Source: an optimization exercise on an open RTL-to-GDS flow (aim: small area). Production flows keep margins and buffers that such runs may drop.
Where RTL was checked, it was by simulation tests only, not by an equivalence proof against the original.
Only the layout flow was run in runs 6 and 7; the RTL was not checked for function there.
Power is estimated from default activity; no workload was simulated.

===== flow/design.v =====
module apb_spi_master (
    input  wire        pclk_i,
    input  wire        rst_n_i,
    input  wire        psel_i,
    input  wire        penable_i,
    input  wire [ 3:0] paddr_i,
    input  wire        pwrite_i,
    input  wire [31:0] pwdata_i,
    output reg  [31:0] prdata_o,
    output wire        pready_o,
    output reg         spi_clk_o,
    output reg         spi_sdo_o,
    output wire        spi_cs_n_o,
    input  wire        spi_sdi_i
);
    localparam [2:0] S_IDLE = 3'd0, S_CMD = 3'd1, S_ADDR = 3'd2, S_DUMMY = 3'd3,
                     S_TX = 3'd4, S_RX = 3'd5, S_EOT = 3'd6;
    reg  [ 2:0] state;
    reg  [31:0] reg_cmd;
    reg  [31:0] reg_addr;
    reg  [31:0] reg_len;
    reg  [31:0] reg_wdata;
    reg  [31:0] reg_rdata;
    reg  [15:0] ctrl_div;    
    reg  [13:0] ctrl_mid;    
    reg         ctrl_rx;     
    reg         ctrl_tx;     
    reg         req_rd;      
    reg         req_wr;      
    reg         cmd_b;       
    reg  [ 3:0] req_addr;
    reg  [ 7:0] req_len;
    reg  [15:0] req_wdata;
    reg         tx_busy;
    reg  [15:0] tx_cnt;
    reg         rx_busy;
    reg  [ 7:0] rx_len;
    reg  [15:0] rx_cnt;
    reg  [31:0] rx_data;
    reg         rx_wait;
    reg  [15:0] clk_cnt;
    reg         clk_q;
    wire        st_idle  = state == S_IDLE;
    wire        st_cmd   = state == S_CMD;
    wire        st_addr  = state == S_ADDR;
    wire        st_dummy = state == S_DUMMY;
    wire        st_tx    = state == S_TX;
    wire        st_rx    = state == S_RX;
    wire        st_eot   = state == S_EOT;
    wire        active   = !(st_idle || st_eot);
    wire        tx_phase = st_cmd || st_addr || st_tx;
    assign pready_o   = 1'b1;
    assign spi_cs_n_o = !active;
    wire [15:0] clk_cnt_next = clk_cnt + 16'd1;
    wire        clk_full     = clk_cnt_next == ctrl_div;
    wire        rise         = clk_q & ~spi_clk_o;
    wire        fall         = ~clk_q & spi_clk_o;
    always @(posedge pclk_i or negedge rst_n_i) begin
        if (!rst_n_i) begin
            clk_cnt   <= 16'd0;
            clk_q     <= 1'b0;
            spi_clk_o <= 1'b0;
        end else begin
            clk_cnt   <= (clk_full || !active) ? 16'd0 : clk_cnt_next;
            clk_q     <= active && (clk_q ^ clk_full);
            spi_clk_o <= clk_q;
        end
    end
    wire [15:0] tx_cnt_next = tx_cnt + 16'd1;
    wire [15:0] tx_len      = st_tx ? {8'd0, req_len} : 16'd4;
    wire        tx_done     = fall && (tx_cnt_next == tx_len);
    wire        tx_start    = tx_phase && !tx_busy;
    wire        tx_word     = tx_cnt[4:0] == 5'b11111;
    wire        tx_shift    = fall && tx_busy && (!tx_done || tx_word);
    wire        dummy_two   = tx_cnt[2] && tx_cnt[0];   
    wire        dummy_step  = st_dummy && fall && !dummy_two;
    wire [ 4:0] bit_idx     = tx_start ? 5'd0 : tx_cnt_next[4:0];
    reg         bit_val;
    always @(*) begin
        case (state)
            S_CMD:   bit_val = !bit_idx[0] || (bit_idx[1] && cmd_b);
            S_ADDR:  bit_val = req_addr[~bit_idx[1:0]];
            default: bit_val = !bit_idx[4] && req_wdata[~bit_idx[3:0]];
        endcase
    end
    always @(posedge pclk_i or negedge rst_n_i) begin
        if (!rst_n_i) begin
            tx_busy   <= 1'b0;
            tx_cnt    <= 16'd0;
            spi_sdo_o <= 1'b0;
        end else begin
            tx_busy <= tx_start || (tx_busy && !tx_done);
            if (tx_start) tx_cnt <= 16'd0;
            else if ((tx_busy && fall && !tx_done) || dummy_step) tx_cnt <= tx_cnt_next;
            if (tx_start || tx_shift) spi_sdo_o <= bit_val;
        end
    end
    wire [15:0] rx_cnt_next = rx_cnt + 16'd1;
    wire        rx_done     = rise && (rx_cnt_next == {8'd0, rx_len});
    wire        rx_word     = rise && (rx_cnt == 16'd31);
    wire        rx_start    = !rx_busy && st_rx && ctrl_rx;
    wire        rx_stop     = (rx_busy && rx_word && !ctrl_rx) || rx_done;
    always @(posedge pclk_i or negedge rst_n_i) begin
        if (!rst_n_i) begin
            rx_busy   <= 1'b0;
            rx_len    <= 8'd0;
            rx_cnt    <= 16'd0;
            rx_data   <= 32'd0;
            rx_wait   <= 1'b0;
            reg_rdata <= 32'd0;
        end else begin
            if (rx_start) rx_busy <= 1'b1;
            else if (rx_stop) rx_busy <= 1'b0;
            if (st_rx) rx_len <= req_len;
            if (rx_start) rx_cnt <= 16'd0;
            else if (rx_busy && rise) rx_cnt <= rx_cnt_next;
            if (rx_busy && rise) rx_data <= {rx_data[30:0], spi_sdi_i};
            if (fall) rx_wait <= 1'b0;
            else if (rx_done) rx_wait <= 1'b1;
            if (!rx_busy) reg_rdata <= rx_data;
        end
    end
    wire go_cmd = st_idle && ctrl_tx && (req_rd || req_wr);
    always @(posedge pclk_i or negedge rst_n_i) begin
        if (!rst_n_i) begin
            state     <= S_IDLE;
            req_rd    <= 1'b0;
            req_wr    <= 1'b0;
            cmd_b     <= 1'b0;
            req_addr  <= 4'd0;
            req_len   <= 8'd0;
            req_wdata <= 16'd0;
        end else begin
            case (state)
                S_IDLE:  if (go_cmd) state <= S_CMD;
                S_CMD:   if (tx_done) state <= S_ADDR;
                S_ADDR:  if (tx_done) state <= S_DUMMY;
                S_DUMMY: if (dummy_two) begin
                    if (req_rd) state <= S_RX;
                    else if (req_wr) state <= S_TX;
                end
                S_TX:    if (tx_done) state <= S_EOT;
                S_RX:    if (rx_wait && fall) state <= S_EOT;
                default: state <= S_IDLE;
            endcase
            if (st_idle) cmd_b <= req_wr;
            if (st_eot) begin
                req_rd <= 1'b0;
                req_wr <= 1'b0;
            end else if (st_idle && ctrl_tx) begin
                req_rd    <= reg_cmd[3:0] == 4'hA;
                req_wr    <= reg_cmd[3:0] == 4'hB;
                req_addr  <= reg_addr[3:0];
                req_len   <= reg_len[7:0];
                req_wdata <= reg_wdata[15:0];
            end
        end
    end
    wire wr_en   = psel_i && penable_i && pwrite_i;
    wire wr_low  = wr_en && (paddr_i[3:2] == 2'b00);
    wire wr_ctrl = wr_en && (paddr_i == 4'd5);
    always @(posedge pclk_i or negedge rst_n_i) begin
        if (!rst_n_i) begin
            reg_cmd   <= 32'd0;
            reg_addr  <= 32'd0;
            reg_len   <= 32'd0;
            reg_wdata <= 32'd0;
            ctrl_div  <= 16'd0;
            ctrl_mid  <= 14'd0;
            ctrl_rx   <= 1'b0;
            ctrl_tx   <= 1'b0;
        end else begin
            if (wr_en && paddr_i == 4'd0) reg_cmd <= pwdata_i;
            if (wr_en && paddr_i == 4'd1) reg_addr <= pwdata_i;
            if (wr_en && paddr_i == 4'd2) reg_len <= pwdata_i;
            if (wr_en && paddr_i == 4'd3) reg_wdata <= pwdata_i;
            if (wr_ctrl) begin
                ctrl_div <= (pwdata_i[31:16] < 16'd4) ? 16'd4 : pwdata_i[31:16];
                ctrl_mid <= pwdata_i[15:2];
                ctrl_rx  <= pwdata_i[1];
                ctrl_tx  <= pwdata_i[0];
            end else if (!wr_low) begin
                ctrl_mid <= 14'd0;
                ctrl_rx  <= ctrl_rx && !st_eot;
                ctrl_tx  <= ctrl_tx && !st_eot;
            end
        end
    end
    always @(posedge pclk_i or negedge rst_n_i) begin
        if (!rst_n_i) begin
            prdata_o <= 32'd0;
        end else if (psel_i && !pwrite_i) begin
            case (paddr_i)
                4'd0:    prdata_o <= reg_cmd;
                4'd1:    prdata_o <= reg_addr;
                4'd2:    prdata_o <= reg_len;
                4'd3:    prdata_o <= reg_wdata;
                4'd4:    prdata_o <= reg_rdata;
                4'd5:    prdata_o <= {ctrl_div, ctrl_mid, ctrl_rx, ctrl_tx};
                default: prdata_o <= 32'd0;
            endcase
        end
    end
endmodule

===== flow/run.sh =====
#!/bin/bash
# synth_recipe.tcl (not shown) runs the flow's synth.tcl, then flattens the netlist and writes it again
# the make line also repeats each setting of config.mk as NAME=value (left out here)
make -C /OpenROAD-flow-scripts/flow DESIGN_CONFIG=/design/flow/config.mk WORK_HOME=/design/flow/orfs CLKGATE_MAP_FILE= SYNTH_SCRIPT=/design/flow/synth_recipe.tcl finish

===== flow/config.mk =====
export PLATFORM = sky130hd
export DESIGN_NAME = apb_spi_master
export DESIGN_NICKNAME = apb_spi_master
export VERILOG_FILES = /design/flow/design.v
export SDC_FILE = /design/flow/constraint.sdc
export NUM_CORES = 4
export LEC_CHECK = 0
export CAP_MARGIN = 20
export CORE_MARGIN = 2
export CORE_UTILIZATION = 40
export CTS_BUF_LIST = sky130_fd_sc_hd__clkbuf_4
export SLEW_MARGIN = 20

===== flow/constraint.sdc =====
create_clock -name core_clock -period 5.0 [get_ports {pclk_i}]
set_input_delay 1.0000 -clock core_clock [delete_from_list [all_inputs] [get_ports {pclk_i}]]
set_output_delay 1.0000 -clock core_clock [all_outputs]
set_load 0.01 [all_outputs]

==> results of run 1 <==
-- worst max-delay path: stages, from the launching register on --
cell      delay, ns
dfrtp_1        0.36
buf_4          0.20
ha_1           0.26
nand3_1        0.25
inv_1          0.10
ha_1           0.35
nor4bb_1       0.29
a31oi_1        0.06
o32ai_1        0.22
o211ai_2       0.20
or4b_4         0.67
mux2_2         0.31
a221o_1        0.28
-- per-stage QoR --
step	util, %	instances
floorplan	-	1513
global placement	43.6	2052
detailed placement	43.6	2052
CTS	46.2	2202
global route	46.2	2204
finish	46.3	2205
-- power groups by stage --
stage	logic, µW	clock network, µW	registers (µW)
after floorplan	800	0	3330
after CTS	1120	2430	3400
after global routing	1250	2570	3430
final	1120	2340	3400
after global placement	1090	0	3440
after detailed placement	1120	0	3450
-- flip-flops by register name, summed over array words and instances (netlist names), 3 cells and up --
name / cells
clk_cnt: 16
ctrl_div: 16
ctrl_mid: 14
prdata_o: 32
reg_addr: 32
reg_cmd: 32
reg_len: 32
reg_rdata: 32
reg_wdata: 32
req_addr: 4
req_len: 8
req_wdata: 16
rx_cnt: 16
rx_data: 32
rx_len: 8
state: 3
tx_cnt: 16
-- kinds of logic (layout without fill, tap and decap cells) --
group	after synthesis	after routing
AND/OR/NAND/NOR	500	500
flip-flops	352	352
AO/OA/AOI/OAI	292	292
multiplexers	203	203
buffers and inverters	115	272
XOR/XNOR	46	46
adder cells (fa/ha/maj)	4	4
other	1	4
-- worst max path at each step --
stage	endpoint	slack [ns]	cells after the start
final	state[0]	1.37	12
after CTS	spi_cs_n_o	1.34	5
after detailed placement	reg_wdata[10]	1.36	7
after global placement	prdata_o[18]	1.31	8
after floorplan	state[0]	1.89	11
after global routing	state[0]	1.07	12
-- cell usage in the layout, fill, tap and decap left out, types with 7 or more instances in the layout --
cell type | netlist | routed
dfrtp_1 | 352 | 352
nand2_1 | 294 | 294
mux2_2 | 185 | 185
clkbuf_4 | 0 | 131
o21ai_0 | 81 | 81
clkdlybuf4s50_1 | 0 | 75
a22oi_1 | 65 | 65
nor2_1 | 48 | 45
a221oi_1 | 35 | 35
xnor2_1 | 29 | 29
buf_4 | 5 | 27
nand3_1 | 24 | 24
nor3_1 | 26 | 21
inv_1 | 18 | 18
a21oi_1 | 17 | 17
a22o_1 | 17 | 17
mux2i_1 | 16 | 16
clkinv_1 | 0 | 15
nor4_1 | 16 | 14
nand2b_1 | 14 | 14
xor2_1 | 14 | 14
o211ai_1 | 11 | 11
or3_1 | 10 | 10
nand4_1 | 9 | 9
and3_1 | 9 | 9
o22ai_1 | 8 | 8
nor2b_1 | 9 | 8
a31oi_1 | 8 | 8
o31ai_1 | 8 | 8
or4_1 | 7 | 7
-- area by class of cell --
cell class,instances,share of cell area [%]
diodes,3,0.0398
clock buffers,131,5.22
clock inverters,19,0.412
inverters,18,0.359
multi-input cells,1046,38.4
flip-flops and latches,352,46.7
well taps,532,3.53
repair buffers,104,5.25
-- routing by layer --
layer  routed length, µm  track usage [%]  vias to the layer above
li1                    -                -                     5691
met1               20400             29.8                     6199
met2               19600             31.5                      348
met3                2300             4.54                       82
met4                1060             6.86                        0
met5                   0                0                        -
==> results.toml, run 1 <==
[drt]
drt_iter0_markers = 978
vias = 12320
dr.pass1.iters = 5
wl_per_cell_um = 19.7
drt-vias-per-instance = 5.59
drc = 0
wirelength_um = 43400
ant_nets = 0

[critical_path]
r2r-end = "state[0]"
endpoint_kind = "flop"
critical_path_required_ns = 5.63
critPathMaxFanout = 18
startpoint = "tx_cnt[0]"
crit_type = "flop to flop"
reg2reg_depth = 12
worstPathArrival_ns = 4.26
start_kind = "flop"
r2r-start = "tx_cnt[0]"
r2r_slack_ns = 1.37

[timing]
worst_slew_pin_slew_ns = 1.09
setup_viol = 0
rsz0062_at_grt = "false"
setup_tns_ns = 0
period_minus_slack_ns = 3.63
hold_viol = 0
fin_skew_ns = 0.0514
fin_crit_sh_pct = 72.6
hold_ws_ns = 0.270
maxSlewViolCount = 0
finalWorstSetupSlack_ns = 1.37
relSlewSlack_pct = 27.3
timing.fmax_mhz = 275

[die]
core-area_mm2 = 0.0407
io_pins = 78
die_area_mm2 = 0.0428
die_x_um = 207
die_h_um = 207
rows = 74
start_util_pct = 40.4

[synthesis]
syn_inst = 1513
synth_top_family_by_area = "simple AND/OR/NAND/NOR gates"
synth-seq-cells = 352
synthAdderAreaFrac_pct = 0.304
synthFlopType = "dfrtp_1"
synth-compound-area-share_pct = 12.6
synth_area_per_cell_um2 = 10.9
synth_mux_area_share_pct = 13.9
yosysUniqueCellTypes = 85
synth_xor_area_share_pct = 2.71
synth_common_cells = "dfrtp_1 (352), nand2_1 (294), mux2_2 (185), o21ai_0 (81), clkbuf_1 (70)"
synth-simple-area-share_pct = 14.1
yosysSeqAreaShare_pct = 53.5
async_reset_ff_share_pct = 100
yosysTopAreaCell = "dfrtp_1"
synthDominantCellAreaShare_pct = 53.5
synth.most_common_cell = "dfrtp_1"
synthTopCellsByArea = "dfrtp_1 (54%), mux2_2 (13%), nand2_1 (6.7%), a22oi_1 (3.0%), o21ai_0 (2.5%)"
ys.warnings.count = 1
netlist_area_mm2 = 0.0165
syn_nets = 1559
synth_edf_count = 0

[cells_and_area]
syn_to_final_growth_pct = 14.5
nFillCells = 3854
multi_input_area_mm2 = 0.00724
drive_above_1_share_pct = 22.8
final-seq-area_mm2 = 0.00881
nets = 1659
fin_area_mm2 = 0.0188

[pwr]
clkPwrFrac_pct = 34.2
leakage_uw = 0.00874
p_sw_uw = 2030
peakVddDrop_uv = 182
combPwrFrac_pct = 16.3
p_sw_share_pct = 29.6
p_int_uw = 4830
seqPwrFrac_pct = 49.5
power_density_mw_per_mm2 = 364
fin_total_pwr_uw = 6860

[clock_network]
clkSlewWorstSetupHoldPaths_ns = 0.07
numCtsBuffers = 91
postCtsHoldBufs = 0
clock_sinks = 352
clkLatencyLatePin_ns = 0.74
post_cts_buffers = 0
clk_path_buf_depth = 3
cts_tree = "yes"
h-tree-depth = 3
cts_resized = 0
root_buffer = "clkbuf_4"

[placed_design]
portBuffers = 76
dpl.hpwl_um = 27000
finalWeightedCongestion = 0.829
dp_slack_ns = 1.36
placed_area_mm2 = 0.0178

[grt]
grt_util_all_layers_pct = 20.9
grt_pass1_vias = 12308
grt_pass1_wl_um = 69400
antenna_found_initial = 2
grt_max_degree = 92
grt.overflow.total = 0

[outcome]
status = "complete, no violations"

[flow_run]
maxCapViolCount = 0

[min_path]
worstHoldPathType = "primary input to asynchronous set/reset pin"
==> run 2: changes to the inputs <==
--- a/flow/config.mk
+++ b/flow/config.mk
@@ -8,5 +8,4 @@
 export CAP_MARGIN = 20
 export CORE_MARGIN = 2
 export CORE_UTILIZATION = 40
-export CTS_BUF_LIST = sky130_fd_sc_hd__clkbuf_4
 export SLEW_MARGIN = 20
==> run 2 against run 1 <==
Die area is the same. Register-to-register slack lost 0.08 ns. Sequential share of layout area is 0.46 points lower. First-iteration DRC count fell by 5.5%. Critical endpoint unchanged. Highest routed layer unchanged.
==> results.toml, run 2 <==
[clock_network]
clk_path_buf_depth = 3
clkSlewWorstSetupHoldPaths_ns = 0.06
post_cts_buffers = 0
root_buffer = "clkbuf_16"
h-tree-depth = 2
numCtsBuffers = 38
clkLatencyLatePin_ns = 0.54
clock_sinks = 352
cts_tree = "yes"
cts_resized = 0
postCtsHoldBufs = 0

[timing]
maxSlewViolCount = 0
fin_skew_ns = 0.0163
timing.fmax_mhz = 270
period_minus_slack_ns = 3.71
rsz0062_at_grt = "false"
fin_crit_sh_pct = 74.1
setup_viol = 0
worst_slew_pin_slew_ns = 1.06
relSlewSlack_pct = 29.5
setup_tns_ns = 0
hold_viol = 0

[die]
rows = 74
die_h_um = 207
die_area_mm2 = 0.0428
core-area_mm2 = 0.0407
die_x_um = 207
io_pins = 78
start_util_pct = 40.4

[pwr]
clkPwrFrac_pct = 38.4
p_sw_share_pct = 28.0
p_int_uw = 5280
power_density_mw_per_mm2 = 385
combPwrFrac_pct = 15.2
peakVddDrop_uv = 282
p_sw_uw = 2050
seqPwrFrac_pct = 46.4
leakage_uw = 0.00872

[grt]
grt_util_all_layers_pct = 20.5
grt.overflow.total = 0
grt_pass1_wl_um = 68700
grt_pass1_vias = 11995
antenna_found_initial = 0
grt_max_degree = 92

[cells_and_area]
final_util_pct = 46.7
nets = 1606
mostFrequentLayoutCells = "dfrtp_1 (352), nand2_1 (294), mux2_2 (185)"
layout_commonest_cell = "dfrtp_1"
diodes = 0
drive_above_1_share_pct = 19.2
syn_to_final_growth_pct = 15.6

[critical_path]
critical_path_required_ns = 5.42
start_kind = "flop"
cp_slowest_cell = "or4b_4"
cp_common_cell = "ha_1"
cp_top_family = "simple AND/OR/NAND/NOR gates"
crit_type = "flop to flop"
crit_chain = "buf_4 -> ha_1 -> nand3_1 -> inv_1 -> ha_1 -> nor4bb_1 -> a31oi_1 -> o32ai_1 -> o211ai_2 -> or4b_4 -> mux2_2 -> a221o_1"
slowest_delay_ns = 0.67
cp_num_buf_inv = 2
worstPathArrival_ns = 4.13
critPathMaxFanout = 18
endpoint_kind = "flop"

[synthesis]
synthDominantCellAreaShare_pct = 53.5
yosysTopAreaCell = "dfrtp_1"
syn_nets = 1559
synthTopCellsByArea = "dfrtp_1 (54%), mux2_2 (13%), nand2_1 (6.7%), a22oi_1 (3.0%), o21ai_0 (2.5%)"
syn_inst = 1513
synth_common_cells = "dfrtp_1 (352), nand2_1 (294), mux2_2 (185), o21ai_0 (81), clkbuf_1 (70)"
synth_edf_count = 0
synth.most_common_cell = "dfrtp_1"
synth-seq-cells = 352
synth_area_per_cell_um2 = 10.9
ys.warnings.count = 1
async_reset_ff_share_pct = 100
yosysSeqAreaShare_pct = 53.5
netlist_area_mm2 = 0.0165
synthFlopType = "dfrtp_1"
yosysUniqueCellTypes = 85

[drt]
wirelength_um = 42700
drt-vias-per-instance = 5.68
dr.pass1.iters = 4
vias = 12031
drc = 0
wl_per_cell_um = 20.2
drt_iter0_markers = 924
ant_nets = 0

[placed_design]
dpl.hpwl_um = 27000
finalWeightedCongestion = 0.829
portBuffers = 76

[outcome]
status = "complete, no violations"

[flow_run]
maxCapViolCount = 0

[min_path]
worstHoldPathType = "flop to flop"
-- run 2: cell types whose count changed in the layout (fill, tap and decap cells not counted), sizes merged --
cell / before / now
clkbuf: 131 / 54
inv: 19 / 20
clkinv: 17 / 8
bufinv: 0 / 2
diode: 3 / 0
-- run 2: layer usage --
layer  vias up  global-route usage, %  wire length, µm
li1       5536                      -                -
met1      6122                   29.5            20000
met2       307                   31.6            19600
met3        66                   3.81             2180
met4         0                   5.80              979
met5         -                      0                0
-- run 2: cell type report --
cell class | instances | area [µm²]
inverters | 18 | 67.6
fillers | 3793 | 21700
repair buffers | 104 | 988
well taps | 532 | 666
flip-flops and latches | 352 | 8810
clock buffers | 54 | 1090
multi-input cells | 1046 | 7240
clock inverters | 13 | 165
-- run 2: kinds of logic (layout without fill, tap and decap cells) --
kind of cell | after synthesis | count (layout) | share of synthesized area (%)
AO/OA/AOI/OAI | 292 | 292 | 12.6
XOR/XNOR | 46 | 46 | 2.71
adder cells (fa/ha/maj) | 4 | 4 | 0.304
buffers and inverters | 115 | 189 | 2.91
flip-flops | 352 | 352 | 53.5
multiplexers | 203 | 203 | 13.9
other | 1 | 1 | 0.0228
AND/OR/NAND/NOR | 500 | 500 | 14.1
-- run 2: worst paths after layout --
check	slack (ns)	cells past startpoint	end	from
max in group asynchronous	3.37	2	rx_data[30]	rst_n_i
min in group asynchronous	0.48	1	tx_cnt[5]	rst_n_i
worst min register to register	0.47	2	req_wdata[2]	req_wdata[2]
worst max-delay path	1.29	12	state[0]	tx_cnt[0]
worst min-delay path	0.47	2	req_wdata[2]	req_wdata[2]
worst max register to register	1.29	12	state[0]	tx_cnt[0]
-- run 2: worst min-delay path, stage by stage, from the launching register on --
cell     delay (ns)
dfrtp_1        0.34
nand2_1        0.05
nand2_1        0.05
-- run 2: power by group through the flow --
stage	clock (µW)	sequential [µW]	combinational [µW]
5_1_grt	3000	3440	1250
4_1_cts	2880	3400	1120
3_5_place_dp	0	3450	1120
2_1_floorplan	0	3330	800
3_3_place_gp	0	3440	1090
6_report	2820	3400	1110
-- run 2: through the flow --
step | power (µW) | std cells | cell area, µm² | worst slack (ns) | hold WS [ns]
4_1_cts | 7400 | 2119 | 19000 | 1.38 | 0.477
3_3_place_gp | 4520 | 2052 | 17700 | 1.31 | 0.453
5_1_grt | 7680 | 2119 | 19000 | 1.08 | 0.503
3_5_place_dp | 4570 | 2052 | 17800 | 1.36 | 0.457
2_1_floorplan | 4130 | 1513 | 16500 | 1.89 | 0.412
6_report | 7330 | 2119 | 19000 | 1.29 | 0.473
==> run 3: changes to the inputs <==
--- a/flow/config.mk
+++ b/flow/config.mk
@@ -8,4 +8,7 @@
 export CAP_MARGIN = 20
 export CORE_MARGIN = 2
 export CORE_UTILIZATION = 40
+export CTS_BUF_LIST = sky130_fd_sc_hd__clkbuf_2 sky130_fd_sc_hd__clkbuf_4 sky130_fd_sc_hd__clkbuf_8
+export CTS_CLUSTER_DIAMETER = 60
+export CTS_CLUSTER_SIZE = 20
 export SLEW_MARGIN = 20
==> run 3 against run 2 <==
Sequential cell count is the same. Clock power shrank about 40%. Register-to-register slack gained 0.05 ns. Utilization shrank 1.7 points. Hold slack lost 0.089 ns. Clock skew grew 0.043 ns. Sequential share of layout area grew 1.7 points. Sequential power is essentially flat. Critical path type unchanged.
==> results.toml, run 3 <==
[die]
die_h_um = 207
core-area_mm2 = 0.0407
die_x_um = 207
rows = 74
io_pins = 78
die_area_mm2 = 0.0428
start_util_pct = 40.4

[drt]
vias = 11884
drc = 0
drt-vias-per-instance = 5.67
wl_per_cell_um = 20.2
ant_nets = 0
drt_iter0_markers = 1056
dr.pass1.iters = 5
wirelength_um = 42300

[critical_path]
crit_type = "flop to flop"
endpoint_kind = "flop"
slowest_delay_ns = 0.67
cp_num_buf_inv = 2
worstPathArrival_ns = 4.15
cp_common_cell = "ha_1"
critical_path_required_ns = 5.50
crit_chain = "buf_4 -> ha_1 -> nand3_1 -> inv_1 -> ha_1 -> nor4bb_1 -> a31oi_1 -> o32ai_1 -> o211ai_2 -> or4b_4 -> mux2_2 -> a221o_1"
cp_top_family = "simple AND/OR/NAND/NOR gates"
cp_slowest_cell = "or4b_4"
start_kind = "flop"
critPathMaxFanout = 18

[min_path]
worstHoldPathType = "primary input to asynchronous set/reset pin"

[timing]
rsz0062_at_grt = "false"
fin_skew_ns = 0.0597
period_minus_slack_ns = 3.66
fin_crit_sh_pct = 73.1
hold_viol = 0
setup_viol = 0
hold_ws_ns = 0.383
maxSlewViolCount = 0
relSlewSlack_pct = 27.8
worst_slew_pin_slew_ns = 1.08
timing.fmax_mhz = 274
setup_tns_ns = 0

[pwr]
peakVddDrop_uv = 189
clkPwrFrac_pct = 27.3
fin_total_pwr_uw = 6200
seqPwrFrac_pct = 54.8
p_sw_uw = 1940
combPwrFrac_pct = 18.0
p_int_uw = 4260
leakage_uw = 0.00838
power_density_mw_per_mm2 = 338
p_sw_share_pct = 31.3

[clock_network]
post_cts_buffers = 0
postCtsHoldBufs = 0
clkSlewWorstSetupHoldPaths_ns = 0.12
clock_sinks = 352
root_buffer = "clkbuf_8"
numCtsBuffers = 27
cts_resized = 0
clk_path_buf_depth = 3
h-tree-depth = 1
cts_tree = "yes"
clkLatencyLatePin_ns = 0.65

[placed_design]
dpl.hpwl_um = 27000
finalWeightedCongestion = 0.829
portBuffers = 76

[cells_and_area]
mostFrequentLayoutCells = "dfrtp_1 (352), nand2_1 (294), mux2_2 (185)"
syn_to_final_growth_pct = 11.5
layout_commonest_cell = "dfrtp_1"
nets = 1595
drive_above_1_share_pct = 18.4

[synthesis]
synth_edf_count = 0
ys.warnings.count = 1
synthTopCellsByArea = "dfrtp_1 (54%), mux2_2 (13%), nand2_1 (6.7%), a22oi_1 (3.0%), o21ai_0 (2.5%)"
yosysUniqueCellTypes = 85
async_reset_ff_share_pct = 100
yosysTopAreaCell = "dfrtp_1"
syn_nets = 1559
synthDominantCellAreaShare_pct = 53.5
synth-seq-cells = 352
synth_area_per_cell_um2 = 10.9
syn_inst = 1513
synth.most_common_cell = "dfrtp_1"
synthFlopType = "dfrtp_1"
yosysSeqAreaShare_pct = 53.5
synth_common_cells = "dfrtp_1 (352), nand2_1 (294), mux2_2 (185), o21ai_0 (81), clkbuf_1 (70)"
netlist_area_mm2 = 0.0165

[flow_run]
maxCapViolCount = 0

[grt]
grt_util_all_layers_pct = 20.2
grt.overflow.total = 0
grt_pass1_vias = 11748
grt_max_degree = 92
antenna_found_initial = 0
grt_pass1_wl_um = 67700

[outcome]
status = "complete, no violations"
[run 3: worst paths after layout]
kind                             from  cells after the start  slack (ns)     endpoint
hold / removal                rst_n_i                      1        0.38   rx_data[1]
min in group core_clock    rx_data[0]                      2        0.48   rx_data[1]
max in group asynchronous     rst_n_i                      2        3.48  rx_data[30]
setup reg to reg            tx_cnt[0]                     12        1.34     state[0]
hold reg to reg            rx_data[0]                      2        0.48   rx_data[1]
setup / recovery            tx_cnt[0]                     12        1.34     state[0]
[run 3: metrics by stage]
step | std cells | instance area, µm² | setup slack (ns) | utilization (%)
after global placement | 2052 | 17700 | 1.31 | 43.6
after detailed placement | 2052 | 17800 | 1.36 | 43.6
after global routing | 2094 | 18400 | 1.07 | 45.0
after floorplan | 1513 | 16500 | 1.89 | -
final | 2095 | 18400 | 1.34 | 45.1
after CTS | 2094 | 18300 | 1.36 | 45.0
[run 3: layout make-up]
cell class | instances | area [µm²]
flip-flops and latches | 352 | 8810
diodes | 1 | 2.50
fillers | 3852 | 22400
well taps | 532 | 666
inverters | 18 | 67.6
repair buffers | 104 | 988
clock inverters | 14 | 191
clock buffers | 28 | 385
multi-input cells | 1046 | 7240
[run 3: power groups by stage]
stage	combinational, µW	sequential, µW	clock [µW]
finish	1110	3390	1690
global route	1250	3430	1840
CTS	1120	3390	1740
detailed placement	1120	3450	0
global placement	1090	3440	0
floorplan	800	3330	0
[run 3: cells by family (layout without fill, tap and decap cells)]
| family | count (synthesis) | count (layout) | share of synthesized area, % |
|---|---|---|---|
| and+or+nand+nor | 500 | 500 | 14.1 |
| DFF | 352 | 352 | 53.5 |
| AOI/OAI and AO/OA | 292 | 292 | 12.6 |
| muxes | 203 | 203 | 13.9 |
| buffers and inverters | 115 | 164 | 2.91 |
| xor gates and xnor gates | 46 | 46 | 2.71 |
| adders and majority gates | 4 | 4 | 0.304 |
| other | 1 | 2 | 0.0228 |
[run 3: metal layers]
layer | vias up | GRT usage (%) | share of wire [%]
li1 | 5486 | - | -
met1 | 6115 | 29.7 | 48
met2 | 228 | 31.5 | 46
met3 | 55 | 3.30 | 4.3
met4 | 0 | 4.08 | 1.9
met5 | - | 0 | 0
==> run 4: changes to the inputs <==
--- a/flow/config.mk
+++ b/flow/config.mk
@@ -11,4 +11,5 @@
 export CTS_BUF_LIST = sky130_fd_sc_hd__clkbuf_2 sky130_fd_sc_hd__clkbuf_4 sky130_fd_sc_hd__clkbuf_8
 export CTS_CLUSTER_DIAMETER = 60
 export CTS_CLUSTER_SIZE = 20
+export GPL_TIMING_DRIVEN = 0
 export SLEW_MARGIN = 20
==> run 4 against run 3 <==
Count of clock-buffer cells in the layout rose by 2. Wire length rose by 2.2%. Still clean. Register-to-register slack got worse by 0.12 ns. Clock skew fell by 0.031 ns. Utilization rose by 0.73 points. Die area did not move.
==> results.toml, run 4 <==
[drt]
drc = 0
drt-vias-per-instance = 5.58
drt_iter0_markers = 874
vias = 12156
dr.pass1.iters = 5
wirelength_um = 43200
ant_nets = 0
wl_per_cell_um = 19.9

[die]
rows = 74
io_pins = 78
die_area_mm2 = 0.0428
start_util_pct = 40.4
die_x_um = 207
die_h_um = 207
core-area_mm2 = 0.0407

[timing]
setup_viol = 0
relSlewSlack_pct = 24.7
setup_tns_ns = 0
worst_slew_pin_slew_ns = 1.12
fin_crit_sh_pct = 82.0
hold_ws_ns = 0.336
hold_viol = 0
timing.fmax_mhz = 244
rsz0062_at_grt = "false"
fin_skew_ns = 0.0286
maxSlewViolCount = 0
period_minus_slack_ns = 4.10

[synthesis]
yosysUniqueCellTypes = 85
syn_nets = 1559
synthTopCellsByArea = "dfrtp_1 (54%), mux2_2 (13%), nand2_1 (6.7%), a22oi_1 (3.0%), o21ai_0 (2.5%)"
yosysTopAreaCell = "dfrtp_1"
synth_edf_count = 0
yosysSeqAreaShare_pct = 53.5
synth_common_cells = "dfrtp_1 (352), nand2_1 (294), mux2_2 (185), o21ai_0 (81), clkbuf_1 (70)"
synth_area_per_cell_um2 = 10.9
synth.most_common_cell = "dfrtp_1"
synth-seq-cells = 352
syn_inst = 1513
synthDominantCellAreaShare_pct = 53.5
synthFlopType = "dfrtp_1"
netlist_area_mm2 = 0.0165
async_reset_ff_share_pct = 100
ys.warnings.count = 1

[placed_design]
portBuffers = 76
dpl.hpwl_um = 30500
finalWeightedCongestion = 0.839

[flow_run]
maxCapViolCount = 0

[cells_and_area]
syn_to_final_growth_pct = 13.3
diodes = 0
nets = 1669
nFillCells = 3848
layout_commonest_cell = "dfrtp_1"
drive_above_1_share_pct = 16.8
mostFrequentLayoutCells = "dfrtp_1 (352), nand2_1 (294), mux2_2 (185)"

[critical_path]
worstPathArrival_ns = 3.10
critPathMaxFanout = 10
start_kind = "flop"
crit_type = "flop to output pin"
reg2reg_depth = 12
endpoint_kind = "output pin"
r2r-start = "tx_cnt[1]"
startpoint = "state[1]"
critical_path_required_ns = 4.00
r2r_slack_ns = 1.22

[clock_network]
clkLatencyLatePin_ns = 0.65
clock_sinks = 352
postCtsHoldBufs = 0
clkSlewWorstSetupHoldPaths_ns = 0.12
numCtsBuffers = 29
clk_path_buf_depth = 3
post_cts_buffers = 0
cts_tree = "yes"
cts_resized = 0
h-tree-depth = 1
root_buffer = "clkbuf_8"

[pwr]
leakage_uw = 0.00847
peakVddDrop_uv = 189
power_density_mw_per_mm2 = 339
fin_total_pwr_uw = 6320

[outcome]
status = "complete, no violations"

[grt]
grt.overflow.total = 0
grt_pass1_vias = 11948
antenna_found_initial = 3
grt_util_all_layers_pct = 20.4
grt_pass1_wl_um = 68300
grt_max_degree = 100

[min_path]
worstHoldPathType = "primary input to asynchronous set/reset pin"
run 4: critical path, stage by stage (launching register included):
cell and delay, ns:
dfrtp_1 0.47, clkbuf_1 0.44, nor2_1 0.15, nor3_1 0.71, clkdlybuf4s50_1 0.69
run 4: per-layer routing:
metal / vias up / routed length, µm / GRT usage (%)
li1: 5668 / - / -
met1: 6098 / 19800 / 28.8
met2: 307 / 19500 / 31.5
met3: 77 / 2820 / 4.74
met4: 6 / 1150 / 5.57
met5: - / 48 / 0
run 4: power by group:
| group | internal, µW | switching [µW] |
|---|---|---|
| registers | 3120 | 238 |
| logic | 522 | 643 |
| clock network | 681 | 1120 |
| total | 4320 | 2000 |
run 4: final cells by class:
class / count / area (µm²) / area share [%]
flip-flops and latches: 352 / 8810 / 47.2
multi-input cells: 1046 / 7190 / 38.5
repair buffers: 79 / 848 / 4.55
well taps: 532 / 666 / 3.57
clock buffers: 30 / 413 / 2.21
plain buffers: 97 / 412 / 2.21
clock inverters: 24 / 250 / 1.34
inverters: 18 / 67.6 / 0.362
run 4: per-stage QoR:
stage          instances  cell area (µm²)  util, %  setup WS (ns)
2_1_floorplan       1513            16500        -           1.89
3_3_place_gp        2121            17900     43.9         -12.64
3_5_place_dp        2124            18000     44.1          0.984
4_1_cts             2178            18600     45.8          0.746
5_1_grt             2178            18700     45.8          0.676
6_report            2178            18700     45.8          0.901
run 4: cells by family (layout without fill, tap and decap cells):
logic type | count (synthesis) | in the layout | share of synthesized area (%)
AO/OA/AOI/OAI | 292 | 292 | 12.6
multiplexers | 203 | 203 | 13.9
XOR/XNOR | 46 | 46 | 2.71
adder cells (fa/ha/maj) | 4 | 4 | 0.304
flip-flops | 352 | 352 | 53.5
AND/OR/NAND/NOR | 500 | 500 | 14.1
buffers and inverters | 115 | 248 | 2.91
other | 1 | 1 | 0.0228
run 4: final timing paths:
path,endpoint
worst min register to register,spi_clk_o
worst min-delay path,rx_cnt[5]
worst max-delay path,spi_cs_n_o
max in group asynchronous,reg_addr[16]
worst max register to register,tx_cnt[10]
min in group core_clock,spi_clk_o
==> run 5: changes to the inputs <==
==> flow/config.mk (replaced) <==
export PLATFORM = sky130hd
export DESIGN_NAME = apb_spi_master
export DESIGN_NICKNAME = apb_spi_master
export VERILOG_FILES = /design/flow/design.v
export SDC_FILE = /design/flow/constraint.sdc
export NUM_CORES = 4
export LEC_CHECK = 0
export CAP_MARGIN = 20
export CORE_MARGIN = 2
export CORE_UTILIZATION = 40
export CTS_BUF_LIST = sky130_fd_sc_hd__clkbuf_4 sky130_fd_sc_hd__clkbuf_8
export CTS_CLUSTER_DIAMETER = 50
export CTS_CLUSTER_SIZE = 16
export SLEW_MARGIN = 20
==> run 5 against run 4 <==
Still clean on timing, DRC and antenna. Hold slack gained 0.11 ns. Maximum frequency grew 13%. Final cell count shrank 2.9%. Design area shrank 0.27%. Sequential share of layout area grew 0.13 points. Count of clock-buffer cells in the layout grew 11. Combinational power shrank 4%. Critical endpoint is now state[0].
==> results.toml, run 5 <==
[synthesis]
syn_nets = 1559
syn_inst = 1513
synth_edf_count = 0
async_reset_ff_share_pct = 100
yosysUniqueCellTypes = 85
synth-compound-area-share_pct = 12.6
synthFlopType = "dfrtp_1"
ys.warnings.count = 1
yosysSeqAreaShare_pct = 53.5
synth.most_common_cell = "dfrtp_1"
synth_common_cells = "dfrtp_1 (352), nand2_1 (294), mux2_2 (185), o21ai_0 (81), clkbuf_1 (70)"
yosysTopAreaCell = "dfrtp_1"
synthDominantCellAreaShare_pct = 53.5
synth_mux_area_share_pct = 13.9
synth_xor_area_share_pct = 2.71
synth_area_per_cell_um2 = 10.9
synth-simple-area-share_pct = 14.1
netlist_area_mm2 = 0.0165
synth_top_family_by_area = "simple AND/OR/NAND/NOR gates"
synth-seq-cells = 352
synthAdderAreaFrac_pct = 0.304
synthTopCellsByArea = "dfrtp_1 (54%), mux2_2 (13%), nand2_1 (6.7%), a22oi_1 (3.0%), o21ai_0 (2.5%)"

[drt]
wl_per_cell_um = 20.1
ant_nets = 0
drt_iter0_markers = 1021
vias = 11914
drc = 0
dr.pass1.iters = 5
drt-vias-per-instance = 5.64
wirelength_um = 42500

[die]
core-area_mm2 = 0.0407
rows = 74
io_pins = 78
start_util_pct = 40.4
die_x_um = 207
die_area_mm2 = 0.0428
die_h_um = 207

[placed_design]
dpl.hpwl_um = 27000
dp_slack_ns = 1.36
portBuffers = 76
placed_area_mm2 = 0.0178
finalWeightedCongestion = 0.829

[timing]
fin_skew_ns = 0.0354
worst_slew_pin_slew_ns = 1.07
finalWorstSetupSlack_ns = 1.37
period_minus_slack_ns = 3.63
setup_tns_ns = 0
fin_crit_sh_pct = 72.7
setup_viol = 0
rsz0062_at_grt = "false"
hold_viol = 0
timing.fmax_mhz = 275
relSlewSlack_pct = 28.5
maxSlewViolCount = 0

[clock_network]
clkSlewWorstSetupHoldPaths_ns = 0.08
post_cts_buffers = 0
clock_sinks = 352
postCtsHoldBufs = 0
cts_tree = "yes"
cts_resized = 0
clkLatencyLatePin_ns = 0.59
clk_path_buf_depth = 3
root_buffer = "clkbuf_8"
numCtsBuffers = 35
h-tree-depth = 2

[cells_and_area]
layout_commonest_cell = "dfrtp_1"
mostFrequentLayoutCells = "dfrtp_1 (352), nand2_1 (294), mux2_2 (185)"
syn_to_final_growth_pct = 13.0
fin_area_mm2 = 0.0186
drive_above_1_share_pct = 19.4
nets = 1603
nFillCells = 3838

[pwr]
seqPwrFrac_pct = 51.3
power_density_mw_per_mm2 = 356
p_sw_share_pct = 30.0
combPwrFrac_pct = 16.8
p_int_uw = 4630
clkPwrFrac_pct = 31.8
p_sw_uw = 1990
leakage_uw = 0.00852
peakVddDrop_uv = 162

[grt]
grt.overflow.total = 0
grt_pass1_vias = 11859
grt_util_all_layers_pct = 20.3
grt_max_degree = 92
antenna_found_initial = 0
grt_pass1_wl_um = 68100

[critical_path]
slowest_delay_ns = 0.66
cp_common_cell = "ha_1"
critical_path_required_ns = 5.46
crit_type = "flop to flop"
startpoint = "tx_cnt[0]"
cp_slowest_cell = "or4b_4"
crit_chain = "buf_4 -> ha_1 -> nand3_1 -> inv_1 -> ha_1 -> nor4bb_1 -> a31oi_1 -> o32ai_1 -> o211ai_2 -> or4b_4 -> mux2_2 -> a221o_1"
critPathMaxFanout = 18
start_kind = "flop"
worstPathArrival_ns = 4.09
endpoint_kind = "flop"
r2r-start = "tx_cnt[0]"
r2r_slack_ns = 1.37

[min_path]
worstHoldPathType = "primary input to asynchronous set/reset pin"

[flow_run]
maxCapViolCount = 0

[outcome]
status = "complete, no violations"
[run 5: cell count changes in the layout (fill, tap and decap cells not counted), sizes merged]
cell / delta
buf: -1
inv: +1
diode: +1
clkbuf: -60
bufinv: +3
clkinvlp: -2
clkinv: -6
[run 5: power by group through the flow]
| stage | Clock, µW | Sequential [µW] | Combinational, µW |
|---|---|---|---|
| 2_1_floorplan | 0 | 3330 | 800 |
| 3_5_place_dp | 0 | 3450 | 1120 |
| 6_report | 2110 | 3400 | 1110 |
| 4_1_cts | 2170 | 3390 | 1120 |
| 3_3_place_gp | 0 | 3440 | 1090 |
| 5_1_grt | 2280 | 3430 | 1250 |
[run 5: worst max-delay path: cells and delay by family (launching register included)]
| kind | cells | cell delay [ns] |
|---|---|---|
| simple gates | 3 | 1.19 |
| compound gates | 4 | 0.76 |
| fa+ha+maj | 2 | 0.61 |
| flops | 1 | 0.36 |
| mux | 1 | 0.31 |
| buf+inv | 2 | 0.30 |
[run 5: cells by family after synthesis]
kind of cell,Yosys count
adders and majority gates,4
and+or+nand+nor,500
DFF,352
other,1
buffers and inverters,115
muxes,203
AOI/OAI and AO/OA,292
xor gates and xnor gates,46
[run 5: metrics by stage]
| stage | total power (µW) | instances | hold WS (ns) | util (%) |
|---|---|---|---|---|
| floorplan | 4130 | 1513 | 0.412 | - |
| global placement | 4520 | 2052 | 0.453 | 43.6 |
| detailed placement | 4570 | 2052 | 0.457 | 43.6 |
| CTS | 6680 | 2113 | 0.442 | 45.6 |
| global route | 6960 | 2113 | 0.467 | 45.7 |
| finish | 6620 | 2114 | 0.449 | 45.7 |
[run 5: routing by layer]
layer | GRT usage [%] | share of wire [%] | vias to the layer above
li1 | - | - | 5516
met1 | 30.0 | 47 | 6020
met2 | 31.1 | 45 | 311
met3 | 3.38 | 5.4 | 67
met4 | 5.42 | 2.3 | 0
met5 | 0 | 0 | -
[run 5: cell type report]
cell class | count | area [µm²] | share of cell area [%]
multi-input combinational | 1046 | 7240 | 38.9
timing repair buffer | 104 | 988 | 5.31
clock inverter | 20 | 267 | 1.43
inverter | 18 | 67.6 | 0.363
antenna | 1 | 2.50 | 0.0135
tap | 532 | 666 | 3.58
sequential | 352 | 8810 | 47.4
clock buffer | 41 | 558 | 3.00
[run 5: worst paths after layout]
path,end,cells past startpoint
worst max register to register,state[0],12
worst min-delay path,rx_cnt[11],1
max in group asynchronous,rx_data[30],2
min in group core_clock,req_wdata[2],2
worst max-delay path,state[0],12
worst min register to register,req_wdata[2],2
==> run 6: changes to the inputs <==
--- a/flow/design.v
+++ b/flow/design.v
@@ -13,6 +13,10 @@
     output wire        spi_cs_n_o,
     input  wire        spi_sdi_i
 );
+    always @(posedge pclk_i) begin
+        if (fall) rx_wait <= 1'b0;
+        else if (rx_done) rx_wait <= 1'b1;
+    end
     localparam [2:0] S_IDLE = 3'd0, S_CMD = 3'd1, S_ADDR = 3'd2, S_DUMMY = 3'd3,
                      S_TX = 3'd4, S_RX = 3'd5, S_EOT = 3'd6;
     reg  [ 2:0] state;
@@ -51,22 +55,35 @@
     wire        tx_phase = st_cmd || st_addr || st_tx;
     assign pready_o   = 1'b1;
     assign spi_cs_n_o = !active;
-    wire [15:0] clk_cnt_next = clk_cnt + 16'd1;
+    function [15:0] inc16;
+        input [15:0] x;
+        integer i;
+        reg c;
+        begin
+            c = 1'b1;
+            for (i = 0; i < 16; i = i + 1) begin
+                inc16[i] = x[i] ^ c;
+                c = c & x[i];
+            end
+        end
+    endfunction
+    wire [15:0] clk_cnt_next = inc16(clk_cnt);
     wire        clk_full     = clk_cnt_next == ctrl_div;
     wire        rise         = clk_q & ~spi_clk_o;
     wire        fall         = ~clk_q & spi_clk_o;
-    always @(posedge pclk_i or negedge rst_n_i) begin
-        if (!rst_n_i) begin
-            clk_cnt   <= 16'd0;
+    always @(posedge pclk_i) begin
+        clk_cnt <= (clk_full || !active) ? 16'd0 : clk_cnt_next;
+    end
+    always @(posedge pclk_i or negedge rst_n_i) begin
+        if (!rst_n_i) begin
             clk_q     <= 1'b0;
             spi_clk_o <= 1'b0;
         end else begin
-            clk_cnt   <= (clk_full || !active) ? 16'd0 : clk_cnt_next;
             clk_q     <= active && (clk_q ^ clk_full);
             spi_clk_o <= clk_q;
         end
     end
-    wire [15:0] tx_cnt_next = tx_cnt + 16'd1;
+    wire [15:0] tx_cnt_next = inc16(tx_cnt);
     wire [15:0] tx_len      = st_tx ? {8'd0, req_len} : 16'd4;
     wire        tx_done     = fall && (tx_cnt_next == tx_len);
     wire        tx_start    = tx_phase && !tx_busy;
@@ -83,19 +100,20 @@
             default: bit_val = !bit_idx[4] && req_wdata[~bit_idx[3:0]];
         endcase
     end
+    always @(posedge pclk_i) begin
+        if (tx_start) tx_cnt <= 16'd0;
+        else if ((tx_busy && fall && !tx_done) || dummy_step) tx_cnt <= tx_cnt_next;
+    end
     always @(posedge pclk_i or negedge rst_n_i) begin
         if (!rst_n_i) begin
             tx_busy   <= 1'b0;
-            tx_cnt    <= 16'd0;
             spi_sdo_o <= 1'b0;
         end else begin
             tx_busy <= tx_start || (tx_busy && !tx_done);
-            if (tx_start) tx_cnt <= 16'd0;
-            else if ((tx_busy && fall && !tx_done) || dummy_step) tx_cnt <= tx_cnt_next;
             if (tx_start || tx_shift) spi_sdo_o <= bit_val;
         end
     end
-    wire [15:0] rx_cnt_next = rx_cnt + 16'd1;
+    wire [15:0] rx_cnt_next = inc16(rx_cnt);
     wire        rx_done     = rise && (rx_cnt_next == {8'd0, rx_len});
     wire        rx_word     = rise && (rx_cnt == 16'd31);
     wire        rx_start    = !rx_busy && st_rx && ctrl_rx;
@@ -106,7 +124,6 @@
             rx_len    <= 8'd0;
             rx_cnt    <= 16'd0;
             rx_data   <= 32'd0;
-            rx_wait   <= 1'b0;
             reg_rdata <= 32'd0;
         end else begin
             if (rx_start) rx_busy <= 1'b1;
@@ -115,10 +132,12 @@
             if (rx_start) rx_cnt <= 16'd0;
             else if (rx_busy && rise) rx_cnt <= rx_cnt_next;
             if (rx_busy && rise) rx_data <= {rx_data[30:0], spi_sdi_i};
-            if (fall) rx_wait <= 1'b0;
-            else if (rx_done) rx_wait <= 1'b1;
             if (!rx_busy) reg_rdata <= rx_data;
         end
+    end
+    always @(posedge pclk_i) begin
+        if (fall) rx_wait <= 1'b0;
+        else if (rx_done) rx_wait <= 1'b1;
     end
     wire go_cmd = st_idle && ctrl_tx && (req_rd || req_wr);
     always @(posedge pclk_i or negedge rst_n_i) begin
@@ -126,10 +145,6 @@
             state     <= S_IDLE;
             req_rd    <= 1'b0;
             req_wr    <= 1'b0;
-            cmd_b     <= 1'b0;
-            req_addr  <= 4'd0;
-            req_len   <= 8'd0;
-            req_wdata <= 16'd0;
         end else begin
             case (state)
                 S_IDLE:  if (go_cmd) state <= S_CMD;
@@ -143,17 +158,21 @@
                 S_RX:    if (rx_wait && fall) state <= S_EOT;
                 default: state <= S_IDLE;
             endcase
-            if (st_idle) cmd_b <= req_wr;
             if (st_eot) begin
                 req_rd <= 1'b0;
                 req_wr <= 1'b0;
             end else if (st_idle && ctrl_tx) begin
                 req_rd    <= reg_cmd[3:0] == 4'hA;
                 req_wr    <= reg_cmd[3:0] == 4'hB;
-                req_addr  <= reg_addr[3:0];
-                req_len   <= reg_len[7:0];
-                req_wdata <= reg_wdata[15:0];
             end
+        end
+    end
+    always @(posedge pclk_i) begin
+        if (st_idle) cmd_b <= req_wr;
+        if (st_idle && ctrl_tx) begin
+            req_addr  <= reg_addr[3:0];
+            req_len   <= reg_len[7:0];
+            req_wdata <= reg_wdata[15:0];
         end
     end
     wire wr_en   = psel_i && penable_i && pwrite_i;
--- a/flow/config.mk
+++ b/flow/config.mk
@@ -8,7 +8,7 @@
 export CAP_MARGIN = 20
 export CORE_MARGIN = 2
 export CORE_UTILIZATION = 40
-export CTS_BUF_LIST = sky130_fd_sc_hd__clkbuf_4 sky130_fd_sc_hd__clkbuf_8
-export CTS_CLUSTER_DIAMETER = 50
-export CTS_CLUSTER_SIZE = 16
+export CTS_BUF_LIST = sky130_fd_sc_hd__clkbuf_2 sky130_fd_sc_hd__clkbuf_4 sky130_fd_sc_hd__clkbuf_8
+export CTS_CLUSTER_DIAMETER = 60
+export CTS_CLUSTER_SIZE = 20
 export SLEW_MARGIN = 20
==> run 6 against run 5 <==
Clock skew rose by 0.0036 ns. Setup slack got worse by 1.0 ns. Wire length decreased by 12%. Still clean. Combinational power is 28% higher. Highest routed layer unchanged. Synthesized cell count is 17% lower. Critical path depth up 9. Sequential cell count unchanged. Design area down 6.7%. Sequential power is essentially flat.
==> results.toml, run 6 <==
[drt]
drt-vias-per-instance = 5.50
wl_per_cell_um = 20.1
ant_nets = 0
drc = 0
vias = 10197
wirelength_um = 37200
drt_iter0_markers = 749
dr.pass1.iters = 5

[timing]
period_minus_slack_ns = 4.63
maxSlewViolCount = 0
finalWorstSetupSlack_ns = 0.370
hold_viol = 0
worst_slew_pin_slew_ns = 1.01
setup_viol = 0
timing.fmax_mhz = 216
relSlewSlack_pct = 32.7
fin_skew_ns = 0.0390
setup_tns_ns = 0
fin_crit_sh_pct = 92.6

[placed_design]
dpl.hpwl_um = 23900
portBuffers = 76
finalWeightedCongestion = 0.791
dp_slack_ns = 0.228

[clock_network]
h-tree-depth = 1
clk_path_buf_depth = 3
root_buffer = "clkbuf_8"
clock_sinks = 352
clkLatencyLatePin_ns = 0.65
numCtsBuffers = 30
clkSlewWorstSetupHoldPaths_ns = 0.12
cts_tree = "yes"

[critical_path]
r2r-start = "tx_cnt[0]"
r2r_slack_ns = 0.37
critPathMaxFanout = 5
critical_path_required_ns = 5.52
r2r-end = "spi_sdo_o"
worstPathArrival_ns = 5.15
crit_type = "flop to flop"
reg2reg_depth = 21
start_kind = "flop"
endpoint_kind = "flop"

[synthesis]
yosysTopAreaCell = "dfrtp_1"
yosysSeqAreaShare_pct = 57.6
yosysUniqueCellTypes = 67
ys.warnings.count = 2
syn_inst = 1257
synth_edf_count = 29
syn_nets = 1341
async_reset_ff_share_pct = 82.4
synth.most_common_cell = "dfrtp_1"
synthTopCellsByArea = "dfrtp_1 (48%), mux2_2 (13%), edfxtp_1 (5.7%), nand2_1 (5.1%), dfxtp_1 (4.3%)"
synth_common_cells = "dfrtp_1 (290), nand2_1 (207), mux2_2 (180), a22oi_1 (64), o21ai_0 (59)"
synthFlopType = "dfrtp_1"
synth-seq-cells = 352
synthDominantCellAreaShare_pct = 47.6
synth_area_per_cell_um2 = 12.1
netlist_area_mm2 = 0.0152

[grt]
grt_pass1_wl_um = 60300
grt_pass1_vias = 10362
grt_max_degree = 119
grt.overflow.total = 0
antenna_found_initial = 0
grt_util_all_layers_pct = 19.5

[cells_and_area]
nFillCells = 3477
final-seq-area_mm2 = 0.00879
layout_commonest_cell = "dfrtp_1"
mostFrequentLayoutCells = "dfrtp_1 (290), nand2_1 (207), mux2_2 (180)"
syn_to_final_growth_pct = 13.8
nets = 1403
multi_input_area_mm2 = 0.00616
diodes = 0
drive_above_1_share_pct = 21.4

[pwr]
leakage_uw = 0.00791
power_density_mw_per_mm2 = 386
peakVddDrop_uv = 211

[die]
core-area_mm2 = 0.0376
io_pins = 78
die_area_mm2 = 0.0397
start_util_pct = 40.6
rows = 71
die_x_um = 199
die_h_um = 199

[min_path]
worstHoldPathType = "primary input to asynchronous set/reset pin"

[flow_run]
maxCapViolCount = 0

[outcome]
status = "complete, no violations"
## run 6: cell count changes after synthesis, sizes merged, moves of 14 or more
| cell | delta |
|---|---|
| nand2 | -87 |
| dfrtp | -62 |
| ha | +38 |
| dfxtp | +33 |
| edfxtp | +29 |
| nor2 | -27 |
| clkbuf | -21 |
| nand3 | -18 |
| o21ai | -17 |
| mux2i | -14 |
## run 6: repair_timing
| action | 4_1_cts | 5_1_grt |
|---|---|---|
| hold endpoints to repair | 0 | 0 |
| hold buffers | 0 | 0 |
| resized for setup | 0 | 2 |
| setup buffers | 0 | 1 |
| endpoints found under the setup margin | 0 | 17 |
## run 6: cell type report
class | count | area share (%)
Sequential cell | 352 | 50.7
Multi-Input combinational cell | 819 | 35.5
Timing Repair Buffer | 105 | 5.83
Tap cell | 511 | 3.69
Clock buffer | 36 | 2.78
Clock inverter | 20 | 1.30
Inverter | 11 | 0.238
## run 6: report_power, final
group | total (µW) | switching (µW) | internal [µW]
clock network | 1870 | 1110 | 758
logic | 1420 | 784 | 634
registers | 3410 | 231 | 3180
total | 6700 | 2130 | 4570
## run 6: worst max path at each step
stage	from	to	slack (ns)	depth (start not counted)
3_3_place_gp	tx_cnt[0]	tx_cnt[0]	0.36	21
5_1_grt	tx_cnt[0]	spi_sdo_o	-0.009	21
2_1_floorplan	tx_cnt[0]	spi_sdo_o	0.58	21
6_report	tx_cnt[0]	spi_sdo_o	0.37	21
3_5_place_dp	tx_cnt[0]	tx_cnt[7]	0.23	21
4_1_cts	tx_cnt[0]	tx_cnt[7]	0.20	21
## run 6: metal layers
layer	routed length (µm)	track usage (%)	part of all wire (%)
met1	17600	28.7	47
met2	17300	31.0	47
met3	1640	2.46	4.4
met4	635	4.15	1.7
met5	0	0	0
## run 6: cells by family (layout without fill, tap and decap cells)
logic type / after synthesis / in the layout / share of synthesized area [%]
flip-flops: 352 / 352 / 57.6
AND/OR/NAND/NOR: 319 / 319 / 9.63
AO/OA/AOI/OAI: 236 / 236 / 11.0
multiplexers: 185 / 185 / 13.8
buffers and inverters: 86 / 172 / 2.42
adder cells (fa/ha/maj): 42 / 42 / 3.45
XOR/XNOR: 36 / 36 / 2.07
other: 1 / 1 / 0.0246
## run 6: critical path, cell delays in order (launching register included)
cell	delay [ns]
dfxtp_1	0.33
ha_1	0.21
ha_1	0.18
ha_1	0.18
ha_1	0.17
ha_1	0.18
ha_1	0.18
ha_1	0.19
ha_1	0.18
ha_1	0.18
ha_1	0.19
ha_1	0.19
ha_1	0.19
ha_1	0.19
ha_1	0.30
nor4_2	0.15
nand4_1	0.18
nor4_2	0.30
and4b_4	0.33
a21oi_1	0.08
nor2_1	0.12
mux2_2	0.35
## run 6: metrics by stage
stage	area [µm²]	utilization, %	hold WS [ns]	std cells	total power, µW
3_3_place_gp	16600	44.2	0.444	1796	4860
4_1_cts	17300	46.1	0.278	1852	6780
6_report	17400	46.2	0.309	1854	6700
5_1_grt	17400	46.2	0.311	1854	7060
2_1_floorplan	15200	-	0.406	1257	4420
3_5_place_dp	16600	44.2	0.445	1796	4900
==> run 7: changes to the inputs <==
--- a/flow/config.mk
+++ b/flow/config.mk
@@ -5,10 +5,10 @@
 export SDC_FILE = /design/flow/constraint.sdc
 export NUM_CORES = 4
 export LEC_CHECK = 0
-export CAP_MARGIN = 20
+export CAP_MARGIN = 0
 export CORE_MARGIN = 2
 export CORE_UTILIZATION = 40
 export CTS_BUF_LIST = sky130_fd_sc_hd__clkbuf_2 sky130_fd_sc_hd__clkbuf_4 sky130_fd_sc_hd__clkbuf_8
 export CTS_CLUSTER_DIAMETER = 60
 export CTS_CLUSTER_SIZE = 20
-export SLEW_MARGIN = 20
+export SLEW_MARGIN = 0
==> run 7 against run 6 <==
Register-to-register slack barely moved. Global-route usage unchanged. Count of clock-buffer cells in the layout did not move. Area after synthesis did not move. Synthesized cell count unchanged. Via count is 0.38% lower. Critical path depth is the same. Sequential power is essentially flat. Hold slack is essentially flat. Final cell count about the same. Utilization hardly changed. Critical endpoint unchanged. Largest cell class unchanged.
==> results.toml, run 7 <==
[clock_network]
h-tree-depth = 1
clock_sinks = 352
clkSlewWorstSetupHoldPaths_ns = 0.12
root_buffer = "clkbuf_8"
cts_tree = "yes"
clk_path_buf_depth = 3
clkLatencyLatePin_ns = 0.65
postCtsHoldBufs = 0
numCtsBuffers = 30

[synthesis]
synth-simple-area-share_pct = 9.63
synthAdderAreaFrac_pct = 3.45
synth_top_family_by_area = "multiplexers"
async_reset_ff_share_pct = 82.4
synth-compound-area-share_pct = 11.0
synthTopCellsByArea = "dfrtp_1 (48%), mux2_2 (13%), edfxtp_1 (5.7%), nand2_1 (5.1%), dfxtp_1 (4.3%)"
syn_inst = 1257
synth_common_cells = "dfrtp_1 (290), nand2_1 (207), mux2_2 (180), a22oi_1 (64), o21ai_0 (59)"
yosysSeqAreaShare_pct = 57.6
synth_edf_count = 29
netlist_area_mm2 = 0.0152
synth_mux_area_share_pct = 13.8
synthFlopType = "dfrtp_1"
syn_nets = 1341
synth_xor_area_share_pct = 2.07
yosysTopAreaCell = "dfrtp_1"
synth.most_common_cell = "dfrtp_1"
ys.warnings.count = 2
yosysUniqueCellTypes = 67
synthDominantCellAreaShare_pct = 47.6
synth-seq-cells = 352
synth_area_per_cell_um2 = 12.1

[timing]
hold_ws_ns = 0.310
maxSlewViolCount = 0
hold_viol = 0
worst_slew_pin_slew_ns = 1.13
period_minus_slack_ns = 4.64
setup_tns_ns = 0
relSlewSlack_pct = 24.3
fin_skew_ns = 0.0365
timing.fmax_mhz = 215
setup_viol = 0
fin_crit_sh_pct = 92.8

[pwr]
leakage_uw = 0.00791
peakVddDrop_uv = 211
power_density_mw_per_mm2 = 386

[drt]
drt_iter0_markers = 709
wirelength_um = 37300
vias = 10158
dr.pass1.iters = 5
drc = 0
ant_nets = 0
drt-vias-per-instance = 5.48
met2_wirelength_um = 17300
routed.top_layer = "met4"
wl_met3_um = 1580
m1WireLength_um = 17700
wl_per_cell_um = 20.1

[placed_design]
finalWeightedCongestion = 0.791
dpl.hpwl_um = 23900
placed_area_mm2 = 0.0166
portBuffers = 76

[cells_and_area]
final-seq-area_mm2 = 0.00879
syn_to_final_growth_pct = 13.7
fin_area_mm2 = 0.0173
mostFrequentLayoutCells = "dfrtp_1 (290), nand2_1 (207), mux2_2 (180)"
final_util_pct = 46.1
nFillCells = 3476
nets = 1402
multi_input_area_mm2 = 0.00616
drive_above_1_share_pct = 21.4
diodes = 0
layout_commonest_cell = "dfrtp_1"

[grt]
grt_pass1_vias = 10362
grt.overflow.total = 0
antenna_found_initial = 0
grt_max_degree = 119
grt_pass1_wl_um = 60300
grt_util_all_layers_pct = 19.5

[min_path]
worstHoldPathType = "primary input to asynchronous set/reset pin"

[critical_path]
endpoint_kind = "flop"
reg2reg_depth = 21
crit_type = "flop to flop"
critical_path_required_ns = 5.52
start_kind = "flop"
worstPathArrival_ns = 5.16
r2r_slack_ns = 0.36
critPathMaxFanout = 5

[flow_run]
maxCapViolCount = 0

[die]
core-area_mm2 = 0.0376
die_h_um = 199
io_pins = 78
start_util_pct = 40.6
die_area_mm2 = 0.0397
die_x_um = 199
rows = 71

[outcome]
status = "complete, no violations"
-- run 7: cell counts after synthesis --
No cell type changed its count.
-- run 7: per-stage QoR --
| step | setup slack (ns) | std cells | total power, µW |
|---|---|---|---|
| 2_1_floorplan | 0.581 | 1257 | 4420 |
| 3_3_place_gp | 0.364 | 1796 | 4860 |
| 3_5_place_dp | 0.228 | 1796 | 4900 |
| 4_1_cts | 0.198 | 1852 | 6780 |
| 5_1_grt | -0.00945 | 1853 | 7060 |
| 6_report | 0.358 | 1853 | 6700 |
-- run 7: path summary, 6_finish.rpt --
check                      startpoint          end
max                         tx_cnt[0]    spi_sdo_o
min                           rst_n_i  reg_cmd[13]
max reg2reg                 tx_cnt[0]    spi_sdo_o
min reg2reg                tx_cnt[13]   tx_cnt[13]
max in group asynchronous     rst_n_i  reg_len[30]
min in group core_clock    tx_cnt[13]   tx_cnt[13]
-- run 7: worst max-delay path, cell delays in order, from the launching register on --
cell and delay (ns):
dfxtp_1 0.33, ha_1 0.21, ha_1 0.19, ha_1 0.18, ha_1 0.17, ha_1 0.18, ha_1 0.18, ha_1 0.19
ha_1 0.18, ha_1 0.18, ha_1 0.19, ha_1 0.19, ha_1 0.19, ha_1 0.19, ha_1 0.30, nor4_2 0.15
nand4_1 0.18, nor4_2 0.30, and4b_4 0.33, a21oi_1 0.08, nor2_1 0.12, mux2_2 0.35
-- run 7: routing by layer --
| layer | track usage [%] | up-vias |
|---|---|---|
| met3 | 2.46 | 58 |
| met5 | 0 | - |
| met4 | 4.15 | 0 |
| li1 | - | 4672 |
| met1 | 28.7 | 5205 |
| met2 | 31.0 | 223 |
-- run 7: final cells by class --
cell class,instances,area share (%)
Multi-Input combinational cell,819,35.5
Clock inverter,20,1.30
Timing Repair Buffer,104,5.77
Clock buffer,36,2.79
Inverter,11,0.238
Tap cell,511,3.69
Sequential cell,352,50.7
-- run 7: power breakdown --
part / internal, µW / switching [µW] / leakage, µW
registers: 3180 / 231 / 0.00444
logic: 634 / 783 / 0.00310
clock network: 758 / 1110 / 0.000365
-- run 7: logic make-up (layout without fill, tap and decap cells) --
kind of cell | Yosys count | after routing
compound gates | 236 | 236
xor+xnor | 36 | 36
fa+ha+maj | 42 | 42
buf+inv | 86 | 171
flops | 352 | 352
mux | 185 | 185
other cells | 1 | 1
simple gates | 319 | 319
-- run 7: timing repair --
item,in CTS,in global routing
setup endpoints to repair,0,17
gates resized for setup,0,2
buffers inserted,0,1

-- port drivers added, routing unchanged --
Ports are ideal in the flow. The routed layouts listed here were re-timed in OpenROAD. Step 1: set_driving_cell puts a clkbuf_16 on pclk_i and a buf_2 on each other input, an assumption about the parent block. Step 2, shift: input delay + t, output delay - t, t = (earliest + latest rising clock arrival at the registers) / 2. This alone moves slack from input paths to output paths. Three values: ideal, step 1, step 2; two values: the first two.
| run | t (ns) | setup WS [ns] | worst setup path at the end | clock arrival spread, ns |
|---|---|---|---|---|
| run 1 | 0.768 | 1.370 / 1.343 / 1.359 | input to register | 0.051 / 0.051 |
| run 2 | 0.594 | 1.293 / 1.293 / 1.293 | register to register | 0.019 / 0.018 |
| run 3 | 0.675 | 1.344 / 1.344 / 1.344 | register to register | 0.063 / 0.063 |
| run 4 | 0.684 | 0.901 / 0.848 / 0.939 | input to register | 0.029 / 0.029 |
| run 5 | 0.623 | 1.367 / 1.367 / 1.358 | input to register | 0.041 / 0.041 |
| run 6 | 0.680 | 0.370 / 0.370 / 0.370 | register to register | 0.044 / 0.044 |
| run 7 | 0.681 | 0.358 / 0.358 / 0.358 | register to register | 0.041 / 0.040 |
After both steps every run listed still meets setup and hold. The setup slack of run 1, which loses most, moves by -0.027 ns with the drivers and by -0.011 ns with both steps.
